Context: an optimization exercise on an open-source flow, tuned for small area, a short achievable clock period and few clock cycles per item. The choices shown serve that exercise and are no tape-out recipe.
The RTL was checked by simulation tests, not by an equivalence proof against the original design.

## flow/design.v (module list and top-level ports; edited modules follow where they fit)
// module nr_div: 1674 lines
module nr_div (
    input rstn,
    input clk,
    input [23:0] d,
    input in_valid,
    output reg in_ready,
    output reg [23:0] out,
    output reg out_valid,
    input out_ready
);
  // ...
==> flow/run.sh <==
#!/bin/bash
# synth_recipe.tcl (not shown) runs the flow's synth.tcl, then flattens the netlist and writes it again
# the make line also repeats each setting of config.mk as NAME=value (left out here)
make -C /OpenROAD-flow-scripts/flow DESIGN_CONFIG=/design/flow/config.mk WORK_HOME=/design/flow/orfs CLKGATE_MAP_FILE= SYNTH_SCRIPT=/design/flow/synth_recipe.tcl finish
==> flow/config.mk <==
export PLATFORM = sky130hd
export DESIGN_NAME = nr_div
export DESIGN_NICKNAME = nr_div
export VERILOG_FILES = /design/flow/design.v
export SDC_FILE = /design/flow/constraint.sdc
export NUM_CORES = 4
export LEC_CHECK = 0
export CAP_MARGIN = 20
export CORE_MARGIN = 2
export CORE_UTILIZATION = 40
export SLEW_MARGIN = 20
==> flow/constraint.sdc <==
create_clock -name core_clock -period 8.0 [get_ports {clk}]
set_input_delay 1.6000 -clock core_clock [delete_from_list [all_inputs] [get_ports {clk}]]
set_output_delay 1.6000 -clock core_clock [all_outputs]
set_load 0.01 [all_outputs]
==> notes.md, run 1 <==
max cap viols 0; kind of cell adding the most delay to the critical path buffers and inverters; DR iter-0 viols 1,462; Logic inverters 887; Layout clock area frac 0.04907; Post-Route WL 100,100 µm; biggest regs zc9_a x32, zc9_b x31; highest metal used met4; M1 WL 46,490 µm; Largest area class, layout multi-input combinational cells; Fillers 10,870; number of synthesized flops with an enable pin 604; global-route track usage on met1 0.2338; HP Class flip-flop to flip-flop; synthesized area 47,870 µm²; worst hold stages 0; Min Hold Slack 0.4158 ns; status no timing/DRC/antenna violations; startpoint types flip-flop; min-delay src mp3[4]; post-synthesis simple-gate area fraction 0.1185; Worst path slowest cell buf_4; sequential share of the synthesized area 0.3952; post-layout minimum cycle time 5.524 ns; Critical Path, Cell by Cell clkinv_1 > ha_1 > nand2b_1 > a31oi_4 > buf_4 > buf_12 > buf_4 > buf_4; commonest cells after routing, fill and taps aside inv_1, edfxtp_1, fa_1, and2_1, nand2_1; top post-synthesis cells by area edfxtp_1, fa_1, ha_1; crit path DAT 5.76 ns
Testbench counts, summed over its fixed seeds: cycles 2,128, items 2,048.
==> inputs of run 2 (changes only) <==
--- a/flow/config.mk
+++ b/flow/config.mk
@@ -10,2 +10,3 @@
 export CORE_UTILIZATION = 40
+export SETUP_SLACK_MARGIN = 5
 export SLEW_MARGIN = 20
==> run 2 against run 1 <==
Compared with the run above:
- wire length rose by 12%
- critical path depth rose by 10
- die area did not move
- fmax rose by 33%
- largest cell class unchanged
- first-iteration DRC count rose by 31%
- worst setup slack improved by 1.4 ns
==> notes.md, run 2 <==
most frequent cell after synthesis inv_1 (unchanged); required time worst endpoint 8.45 ns (was 8.24 ns); cells after synthesis 4,155 (unchanged); DRT Pass-1 Iters 5 (unchanged); min-delay src mp5[7] (was mp3[4]); largest net degree at the start of global routing 84 (was 182); Final Hold Fails 0 (unchanged); max cap viols 0 (unchanged); Worst path slowest cell fa_1 (was buf_4); CTS sink cnt 643 (unchanged); die height 350.0 µm (unchanged); Final TNS setup 0 ns (unchanged); Critical R2R Launch x1[0] (was ph[0]); Synth Net Count 5,064 (unchanged); Top FF cell, synth edfxtp_1 (unchanged); CTS Buf Count 77 (was 73); Worst-Margin Slew 0.9425 ns (was 1.106 ns); leading area contributor after synthesis edfxtp_1 (unchanged); vias post-DR 30,170 (was 27,950); fin crit share 0.5185 (was 0.6905); post-layout minimum cycle time 4.148 ns (was 5.524 ns); top post-synthesis cells by area edfxtp_1, fa_1, ha_1 (unchanged); critical path startpoint x1[0] (was ph[0]); global-route wire length before repair 177,600 µm (was 163,000 µm); hpwl dp 74,400 µm (was 72,960 µm); sequential share of the synthesized area 0.3952 (unchanged); Largest register FFs 32 (unchanged); RSZ-0062 raised after global routing true (was false); initial antenna violation count 3 (was 1); FFs w/ async S/R, synth 0 (unchanged); #FFs+latches synth 643 (unchanged); Final #Nets 5,489 (was 5,089); num rows 126 (unchanged); kind of cell adding the most delay to the critical path adder cells (was buffers and inverters); CTS Root Cell clkbuf_16 (unchanged); GRT Util Overall 0.1867 (was 0.1694); commonest cells after routing, fill and taps aside inv_1, edfxtp_1, and2_1, nand2_1, fa_1 (was inv_1, edfxtp_1, fa_1, and2_1, nand2_1); reg2reg setup slack 3.85 ns (was 2.48 ns); total die area 122,500 µm² (unchanged); CTS tree done (unchanged); Via density 4.834 (was 4.787); crit path DAT 4.60 ns (was 5.76 ns); skew final 0.05426 ns (was 0.04675 ns); worst-path maximum fanout 5 (was 181); number of synthesized flops with an enable pin 604 (unchanged); status no timing/DRC/antenna violations (unchanged); startpoint types flip-flop (unchanged); fraction of layout instances using a drive strength above 1 0.2919 (was 0.04555); H-Tree Depth 3 (unchanged); CTS max path bufs 3 (unchanged); top cells by instance count after synthesis inv_1, edfxtp_1, fa_1 (unchanged); final setup violation count 0 (unchanged); Port Buf Inserts 53 (unchanged); worst hold stages 0 (unchanged); max-slew violations 0 (unchanged); relative slew slack 0.3717 (was 0.2627); Core Area 118,400 µm² (unchanged); number of global-route vias before repair 31,760 (was 29,880); Placement Cell Area 50,520 µm² (was 50,130 µm²); most repeated library cell on the critical path inv_2 (was buf_4); synthesized area 47,870 µm² (unchanged); Netlist cell types 65 (unchanged); Most flops, register zc9_a (unchanged); worst hold endpoint mp6[7] (was mp4[4]); DR iter-0 viols 1,910 (was 1,462); CP Buf/Inv Count 5 (unchanged); Worst R2R End sZ[15] (was qb5_a[6]); Avg Cell Area, Syn 11.52 µm² (unchanged); diode count 0 (was 1); die width 350.0 µm (unchanged); R2R cell count 18 (was 8); synth warn 1 (unchanged); Critical Path, Cell by Cell inv_2 > fa_1 > inv_2 > fa_1 > inv_1 > ha_1 > inv_2 > ha_4 > nand4_1 > or3_1 > a21oi_2 > nor3_2 > o21a_2 > o211ai_1 > buf_4 > a31oi_2 > xnor2_1 > mux2_2 (was clkinv_1 > ha_1 > nand2b_1 > a31oi_4 > buf_4 > buf_12 > buf_4 > buf_4); drt drc 0 (unchanged); GP Congestion 0.8552 (was 0.8352); biggest regs zc9_a x32, zc9_b x31 (unchanged); wire length per cell 18.02 µm (was 17.15 µm); Fmax 241.1 MHz (was 181.0 MHz); Reg clk slew, reported paths 0.07 ns (was 0.06 ns); Synth top area share 0.3789 (unchanged); HP Class flip-flop to flip-flop (unchanged); clock latency (worst-skew pair) 0.69 ns (was 0.65 ns); starting density of the core 0.4043 (unchanged); # IOs 54 (unchanged); remaining antenna violation count 0 (unchanged); Crit. End Element flip-flop (unchanged); GR Overflow Total 0 (unchanged); Area Overhead vs Synth 23.81% (was 10.14%); design area 59,270 µm² (was 52,730 µm²); CP peak stage delay 0.54 ns (was 0.88 ns); Critical Path Stages 18 (was 8); commonest non-fill, non-tap cell in the layout inv_1 (unchanged); critical path class flip-flop to flip-flop (unchanged); Post-Route WL 112,500 µm (was 100,100 µm)
run 2: cell families (layout without fill, tap and decap cells):
family,Yosys count,count (layout),synth area share
multiplexers,52,52,0.01174
buffers and inverters,1011,1498,0.07938
flip-flops,643,643,0.3952
adder cells (fa/ha/maj),881,881,0.3228
AO/OA/AOI/OAI,293,293,0.03931
AND/OR/NAND/NOR,1094,1094,0.1185
XOR/XNOR,181,181,0.03311
run 2: final cells by class:
| cell class | instances | area (µm²) |
|---|---|---|
| fill | 10260 | 59120 |
| multi-input combinational | 2501 | 27630 |
| sequential | 643 | 18930 |
| timing repair buffer | 469 | 4773 |
| inverter | 887 | 3348 |
| clock buffer | 96 | 2038 |
| tap | 1600 | 2002 |
| clock inverter | 45 | 545.5 |
| timing repair inverter | 1 | 7.507 |
run 2: repair_timing:
action                     CTS  global route
gates cloned                 8             2
setup buffers              327            66
hold buffers                 0             0
setup endpoints to repair  781           394
gates resized for setup    575           296
pin swaps                  314           177
hold endpoints to repair     0             0
run 2: through the flow:
step / utilization / worst slack, ns / hold slack [ns] / instances
6_report: 0.5006 / 3.852 / 0.4089 / 6242
4_1_cts: 0.4874 / 3.896 / 0.4040 / 6174
3_5_place_dp: 0.4267 / 3.606 / 0.4045 / 5698
5_1_grt: 0.5006 / 3.744 / 0.4225 / 6242
2_1_floorplan: - / 3.990 / 0.4003 / 4155
3_3_place_gp: 0.4267 / 3.666 / 0.4002 / 5698
run 2: layer usage:
metal	part of all wire	GRT usage	vias to the layer above	wire, µm
li1	-	-	13940	-
met1	0.45	0.2556	15500	50130
met2	0.49	0.3122	570	54800
met3	0.041	0.02270	160	4648
met4	0.026	0.05401	0	2878
met5	0	0	-	0
run 2: worst register-to-register path, stage by stage (launching register included):
cell      delay (ns)
edfxtp_1        0.36
inv_2           0.06
fa_1            0.54
inv_2           0.05
fa_1            0.47
inv_1           0.04
ha_1            0.28
inv_2           0.04
ha_4            0.25
nand4_1         0.08
or3_1           0.38
a21oi_2         0.17
nor3_2          0.08
o21a_2          0.26
o211ai_1        0.17
buf_4           0.17
a31oi_2         0.09
xnor2_1         0.16
mux2_2          0.27
run 2: how the worst max path moves through the flow:
stage                         to  slack [ns]
final                     sZ[15]        3.85
after global placement    sZ[15]        3.67
after detailed placement  sZ[15]        3.61
after global routing      sZ[15]        3.74
after CTS                 sZ[15]        3.90
after floorplan           sZ[15]        3.99
==> inputs of run 3 (changes only) <==
--- a/flow/config.mk
+++ b/flow/config.mk
@@ -10,3 +10,3 @@
 export CORE_UTILIZATION = 40
-export SETUP_SLACK_MARGIN = 5
+export SETUP_SLACK_MARGIN = 4.3
 export SLEW_MARGIN = 20
==> run 3 against run 2 <==
Compared with the run above:
- cell area down 6.2%
- first-iteration DRC count down 14%
- critical path type unchanged
- worst setup slack worse by 0.13 ns
==> notes.md, run 3 <==
status no timing/DRC/antenna violations (unchanged); Fmax 234.0 MHz (was 241.1 MHz); CTS sink cnt 643 (unchanged); sequential share of the synthesized area 0.3952 (unchanged); Fillers 10,650 (was 10,260); # IOs 54 (unchanged); H-Tree Depth 3 (unchanged); Final Hold Fails 0 (unchanged); CTS max path bufs 3 (unchanged); worst hold stages 0 (unchanged); multi-input logic area 25,950 µm² (was 27,630 µm²); Avg Cell Area, Syn 11.52 µm² (unchanged); #FFs+latches synth 643 (unchanged); skew final 0.04371 ns (was 0.05426 ns); synth warn 1 (unchanged); crit path DAT 4.69 ns (was 4.60 ns); fin crit share 0.5341 (was 0.5185); Synth Area in Compound Gates 0.03931 (unchanged); Critical R2R Launch x1[9] (was x1[0]); Post-Route WL 106,100 µm (was 112,500 µm); Area Overhead vs Synth 16.19% (was 23.81%); clock latency (worst-skew pair) 0.67 ns (was 0.69 ns); largest net degree at the start of global routing 169 (was 84); CTS Hold Bufs 0 (unchanged); pre-CTS setup slack 3.604 ns (was 3.606 ns); die width 350.0 µm (unchanged); DR iter-0 viols 1,639 (was 1,910); Crit. End Element flip-flop (unchanged); RSZ-0062 raised after global routing true (unchanged); top cells by instance count after synthesis inv_1, edfxtp_1, fa_1 (unchanged); leading area contributor after synthesis edfxtp_1 (unchanged); initial antenna violation count 2 (was 3); Synth Net Count 5,064 (unchanged); Final Util 0.4698 (was 0.5006); register area 18,920 µm² (was 18,930 µm²); max-slew violations 0 (unchanged); global-route wire length before repair 170,700 µm (was 177,600 µm); Via density 4.794 (was 4.834); Worst-Margin Slew 1.031 ns (was 0.9425 ns); min-delay src mp3[6] (was mp5[7]); wire length per cell 17.46 µm (was 18.02 µm); biggest regs zc9_a x32, zc9_b x31 (unchanged); Top FF cell, synth edfxtp_1 (unchanged); post-synthesis xor/xnor area fraction 0.03311 (unchanged); Largest register FFs 32 (unchanged); Most flops, register zc9_a (unchanged); remaining antenna violation count 0 (unchanged); post-synthesis simple-gate area fraction 0.1185 (unchanged); Core Area 118,400 µm² (unchanged); adder-cell share of the synthesized area 0.3228 (unchanged); most frequent cell after synthesis inv_1 (unchanged); num rows 126 (unchanged); post-synthesis mux area share 0.01174 (unchanged); final worst slack 3.727 ns (was 3.852 ns); number of global-route vias before repair 30,960 (was 31,760); GRT Util Overall 0.1788 (was 0.1867); die height 350.0 µm (unchanged); Netlist cell types 65 (unchanged); HP Class flip-flop to flip-flop (unchanged); drt drc 0 (unchanged); worst-path maximum fanout 4 (was 5); Worst R2R End sZ[9] (was sZ[15]); diode count 0 (unchanged); CTS Root Cell clkbuf_16 (unchanged); Final #Nets 5,324 (was 5,489); Port Buf Inserts 53 (unchanged); final setup violation count 0 (unchanged); required time worst endpoint 8.42 ns (was 8.45 ns); FFs w/ async S/R, synth 0 (unchanged); post-layout minimum cycle time 4.273 ns (was 4.148 ns); worst hold endpoint mp4[6] (was mp6[7]); GP Congestion 0.8470 (was 0.8552); CTS tree done (unchanged); CTS Buf Count 77 (unchanged); total die area 122,500 µm² (unchanged); Final TNS setup 0 ns (unchanged); fin cells 6,079 (was 6,242); R2R cell count 18 (unchanged); synthesized area 47,870 µm² (unchanged); Synth top area share 0.3789 (unchanged); commonest cells after routing, fill and taps aside inv_1, edfxtp_1, fa_1, and2_1, nand2_1 (was inv_1, edfxtp_1, and2_1, nand2_1, fa_1); number of synthesized flops with an enable pin 604 (unchanged); cells after synthesis 4,155 (unchanged); Reg clk slew, reported paths 0.06 ns (was 0.07 ns); hpwl dp 74,670 µm (was 74,400 µm); vias post-DR 29,140 (was 30,170); starting density of the core 0.4043 (unchanged); relative slew slack 0.3124 (was 0.3717); combinational family with the most area after synthesis adder cells (unchanged); Placed Cells 5,699 (was 5,698); startpoint types flip-flop (unchanged); DRT Pass-1 Iters 5 (unchanged); max cap viols 0 (unchanged); fraction of layout instances using a drive strength above 1 0.1561 (was 0.2919); critical path class flip-flop to flip-flop (unchanged); top post-synthesis cells by area edfxtp_1, fa_1, ha_1 (unchanged); GR Overflow Total 0 (unchanged); commonest non-fill, non-tap cell in the layout inv_1 (unchanged); reg2reg setup slack 3.73 ns (was 3.85 ns)
==> run 3: cell counts after synthesis <==
Identical to the previous run, type by type.
==> run 3: how the worst max path moves through the flow <==
stage	from	endpoint	slack, ns	cells after the start
6_report	x1[9]	sZ[9]	3.73	18
5_1_grt	x1[6]	sZ[9]	3.54	18
4_1_cts	x1[9]	sZ[14]	3.74	17
3_5_place_dp	ph[0]	sB[3]	3.60	9
3_3_place_gp	s1	sZ[15]	3.64	17
2_1_floorplan	x1[2]	sZ[15]	3.99	16
==> run 3: timing repair <==
item	CTS	global route
setup endpoints to repair	399	260
pin swaps	74	77
gates cloned	2	1
setup buffers	192	42
endpoints found under the hold margin	0	0
gates resized for setup	139	108
==> run 3: area by class of cell <==
cell class / instances / share of cell area
multi-input combinational: 2501 / 0.4666
sequential: 643 / 0.3402
inverter: 887 / 0.06015
timing repair buffer: 304 / 0.05061
tap: 1600 / 0.03599
clock buffer: 89 / 0.03545
clock inverter: 54 / 0.01093
timing repair inverter: 1 / 0.0001350
==> run 3: cell families after synthesis <==
group           after synthesis
simple gates               1094
buf+inv                    1011
fa+ha+maj                   881
flops                       643
compound gates              293
xor+xnor                    181
mux                          52
==> run 3: routing by layer <==
metal	GRT usage	up-vias	wire (µm)
li1	-	13610	-
met1	0.2411	14900	47540
met2	0.3030	489	51950
met3	0.02259	139	4227
met4	0.05102	2	2386
met5	0	-	11
==> run 3: through the flow <==
step                hold WS [ns]  area, µm²
global placement          0.4005      50330
global route              0.4056      55620
detailed placement        0.4045      50330
floorplan                 0.4003      48360
finish                    0.4050      55620
CTS                       0.4024      54990
==> run 3: worst max-delay path, cell delays in order (launching register included) <==
cell	delay, ns
edfxtp_1	0.38
inv_2	0.06
fa_2	0.57
inv_2	0.05
fa_2	0.53
inv_2	0.05
ha_4	0.25
inv_2	0.04
ha_4	0.25
nand4_1	0.06
or3_4	0.38
a21oi_4	0.17
nor3_4	0.06
o21a_4	0.24
buf_4	0.14
nor3_4	0.21
o31ai_1	0.12
xnor2_1	0.17
mux2_2	0.28
==> inputs of run 4 (changes only) <==
--- a/flow/config.mk
+++ b/flow/config.mk
@@ -10,3 +10,3 @@
 export CORE_UTILIZATION = 40
-export SETUP_SLACK_MARGIN = 4.3
+export SETUP_SLACK_MARGIN = 3.7
 export SLEW_MARGIN = 20
==> run 4 against run 3 <==
Compared with the run above:
- via count down 2.8%
- cell area down 3.4%
- non-clock buffer count down 150
- critical endpoint is now sZ[14]
- largest cell class unchanged
==> notes.md, run 4 <==
fin crit share 0.5309 (was 0.5341); drt drc 0 (unchanged); number of synthesized flops with an enable pin 604 (unchanged); most frequent cell after synthesis inv_1 (unchanged); sequential share of the synthesized area 0.3952 (unchanged); diode count 0 (unchanged); CP peak stage delay 0.57 ns (about the same); leading area contributor after synthesis edfxtp_1 (unchanged); commonest non-fill, non-tap cell in the layout inv_1 (unchanged); Crit. End Element flip-flop (unchanged); Netlist cell types 65 (unchanged); Worst-Margin Slew 0.9904 ns (was 1.031 ns); DR iter-0 viols 1,558 (was 1,639); final setup violation count 0 (unchanged); Area Overhead vs Synth 12.23% (was 16.19%); largest net degree at the start of global routing 200 (was 169); biggest regs zc9_a x32, zc9_b x31 (unchanged); required time worst endpoint 8.41 ns (was 8.42 ns); CTS tree done (unchanged); Final Util 0.4538 (was 0.4698); top post-synthesis cells by area edfxtp_1, fa_1, ha_1 (unchanged); synth warn 1 (unchanged); number of global-route vias before repair 29,710 (was 30,960); H-Tree Depth 3 (unchanged); commonest cells after routing, fill and taps aside inv_1, edfxtp_1, fa_1, and2_1, nand2_1 (unchanged); most repeated library cell on the critical path inv_2 (unchanged); remaining antenna violation count 0 (unchanged); Most flops, register zc9_a (unchanged); hpwl dp 71,720 µm (was 74,670 µm); status no timing/DRC/antenna violations (unchanged); fraction of layout instances using a drive strength above 1 0.07166 (was 0.1561); Final Hold Fails 0 (unchanged); GP Congestion 0.8194 (was 0.8470); Final #Nets 5,173 (was 5,324); skew final 0.06723 ns (was 0.04371 ns); Synth top area share 0.3789 (unchanged); post-layout minimum cycle time 4.247 ns (was 4.273 ns); num rows 126 (unchanged); HP Class flip-flop to flip-flop (unchanged); DRT Pass-1 Iters 5 (unchanged); global-route wire length before repair 161,500 µm (was 170,700 µm); CTS sink cnt 643 (unchanged); vias post-DR 28,320 (was 29,140); max-slew violations 0 (unchanged); Synth Net Count 5,064 (unchanged); critical path class flip-flop to flip-flop (unchanged); Core Area 118,400 µm² (unchanged); CTS Root Cell clkbuf_16 (unchanged); clock latency (worst-skew pair) 0.66 ns (was 0.67 ns); Fmax 235.5 MHz (was 234.0 MHz); Critical Path, Cell by Cell inv_2 > fa_2 > inv_2 > fa_1 > inv_1 > ha_4 > inv_2 > ha_4 > nand4_1 > or3_1 > a21oi_2 > nor3_2 > o21a_2 > o211ai_1 > buf_4 > buf_6 > nand3_4 > xnor2_2 > mux2_4 (was inv_2 > fa_2 > inv_2 > fa_2 > inv_2 > ha_4 > inv_2 > ha_4 > nand4_1 > or3_4 > a21oi_4 > nor3_4 > o21a_4 > buf_4 > nor3_4 > o31ai_1 > xnor2_1 > mux2_2); Worst path slowest cell fa_2 (unchanged); relative slew slack 0.3397 (was 0.3124); GR Overflow Total 0 (unchanged); crit path DAT 4.66 ns (was 4.69 ns); cells after synthesis 4,155 (unchanged); CTS max path bufs 3 (unchanged); # IOs 54 (unchanged); initial antenna violation count 3 (was 2); Reg clk slew, reported paths 0.06 ns (about the same); RSZ-0062 raised after global routing true (unchanged); die height 350.0 µm (unchanged); Top FF cell, synth edfxtp_1 (unchanged); worst-path maximum fanout 5 (was 4); top cells by instance count after synthesis inv_1, edfxtp_1, fa_1 (unchanged); wire length per cell 16.65 µm (was 17.46 µm); die width 350.0 µm (unchanged); max cap viols 0 (unchanged); Post-Route WL 98,670 µm (was 106,100 µm); synthesized area 47,870 µm² (unchanged); Avg Cell Area, Syn 11.52 µm² (unchanged); startpoint types flip-flop (unchanged); FFs w/ async S/R, synth 0 (unchanged); starting density of the core 0.4043 (unchanged); GRT Util Overall 0.1665 (was 0.1788); Final TNS setup 0 ns (unchanged); Min Hold Slack 0.4078 ns (was 0.4050 ns); Via density 4.779 (was 4.794); final worst slack 3.753 ns (was 3.727 ns); Port Buf Inserts 53 (unchanged); total die area 122,500 µm² (unchanged); #FFs+latches synth 643 (unchanged); CTS Buf Count 77 (unchanged); Largest register FFs 32 (unchanged); pre-CTS setup slack 3.199 ns (was 3.604 ns)
## run 4: cell counts after synthesis
Identical to the previous run, type by type.
## run 4: critical path, delay by kind of cell (launching register included)
family          cells  cell delay [ns]
buf+inv             6             0.50
flops               1             0.37
fa+ha+maj           4             1.57
compound gates      3             0.59
mux                 1             0.26
simple gates        4             0.55
xor+xnor            1             0.16
## run 4: cell families (layout without fill, tap and decap cells)
group                      after synthesis  in the layout  share of synthesized area
AOI/OAI and AO/OA                      293            293                    0.03931
muxes                                   52             52                    0.01174
and+or+nand+nor                       1094           1094                     0.1185
adders and majority gates              881            881                     0.3228
buffers and inverters                 1011           1182                    0.07938
DFF                                    643            643                     0.3952
xor gates and xnor gates               181            181                    0.03311
## run 4: final timing paths
kind	startpoint	depth (start not counted)	to	slack, ns
max	x1[1]	19	sZ[14]	3.75
max reg2reg	x1[1]	19	sZ[14]	3.75
min reg2reg	mp5[1]	0	mp6[1]	0.41
min	mp5[1]	0	mp6[1]	0.41
## run 4: area by class of cell
| cell class | count | area [µm²] |
|---|---|---|
| Clock buffer | 96 | 2018 |
| Clock inverter | 45 | 691.9 |
| Fill cell | 10830 | 64670 |
| Inverter | 887 | 3332 |
| Multi-Input combinational cell | 2501 | 25360 |
| Sequential cell | 643 | 18920 |
| Tap cell | 1600 | 2002 |
| Timing Repair Buffer | 154 | 1405 |
## run 4: what timing repair did
item                       CTS  global route
setup endpoints to repair   42            29
hold buffers                 0             0
resized for setup            7            34
cloned                       0             0
pin swaps                    1            14
setup buffers               33            54
## run 4: through the flow
step | cells | cell area, µm²
final | 5926 | 53730
after global routing | 5926 | 53730
after CTS | 5870 | 53080
after detailed placement | 5696 | 50090
after global placement | 5696 | 50090
after floorplan | 4155 | 47920
## run 4: per-layer routing
metal | vias up | wire [µm] | global-route usage
li1 | 13290 | - | -
met1 | 14430 | 44860 | 0.2293
met2 | 479 | 47970 | 0.2800
met3 | 123 | 4036 | 0.02009
met4 | 0 | 1801 | 0.04152
met5 | - | 0 | 0

## separate check: timing with driven ports
The flow's constraints put no driver on any port. The routed layouts listed below were extracted and timed again, unchanged, in two steps.
Step 1 assumes that a clkbuf_16 drives the clock port and a buf_2 every other input.
Step 2 times the ports against the registers' clock, not the clock port: input delays grow and output delays shrink by t, the midpoint of the rising clock arrivals with the driver on.
Slacks: no drivers / after step 1 / after step 2; pairs: no drivers / after step 1.
run | t, ns | slack for setup (ns) | latest minus earliest clock arrival (ns) | slew at the worst register clock pin (ns) | worst slew at a driven data input, ns
run 1 | 0.707 | 2.476 / 2.476 / 2.476 | 0.059 / 0.059 | 0.07 / 0.07 | 0.07
run 2 | 0.735 | 3.852 / 3.852 / 3.852 | 0.060 / 0.060 | 0.07 / 0.07 | 0.06
run 3 | 0.718 | 3.727 / 3.727 / 3.727 | 0.048 / 0.047 | 0.07 / 0.07 | 0.08
run 4 | 0.695 | 3.753 / 3.753 / 3.753 | 0.076 / 0.076 | 0.06 / 0.06 | 0.07
After both steps every run listed still meets setup and hold.
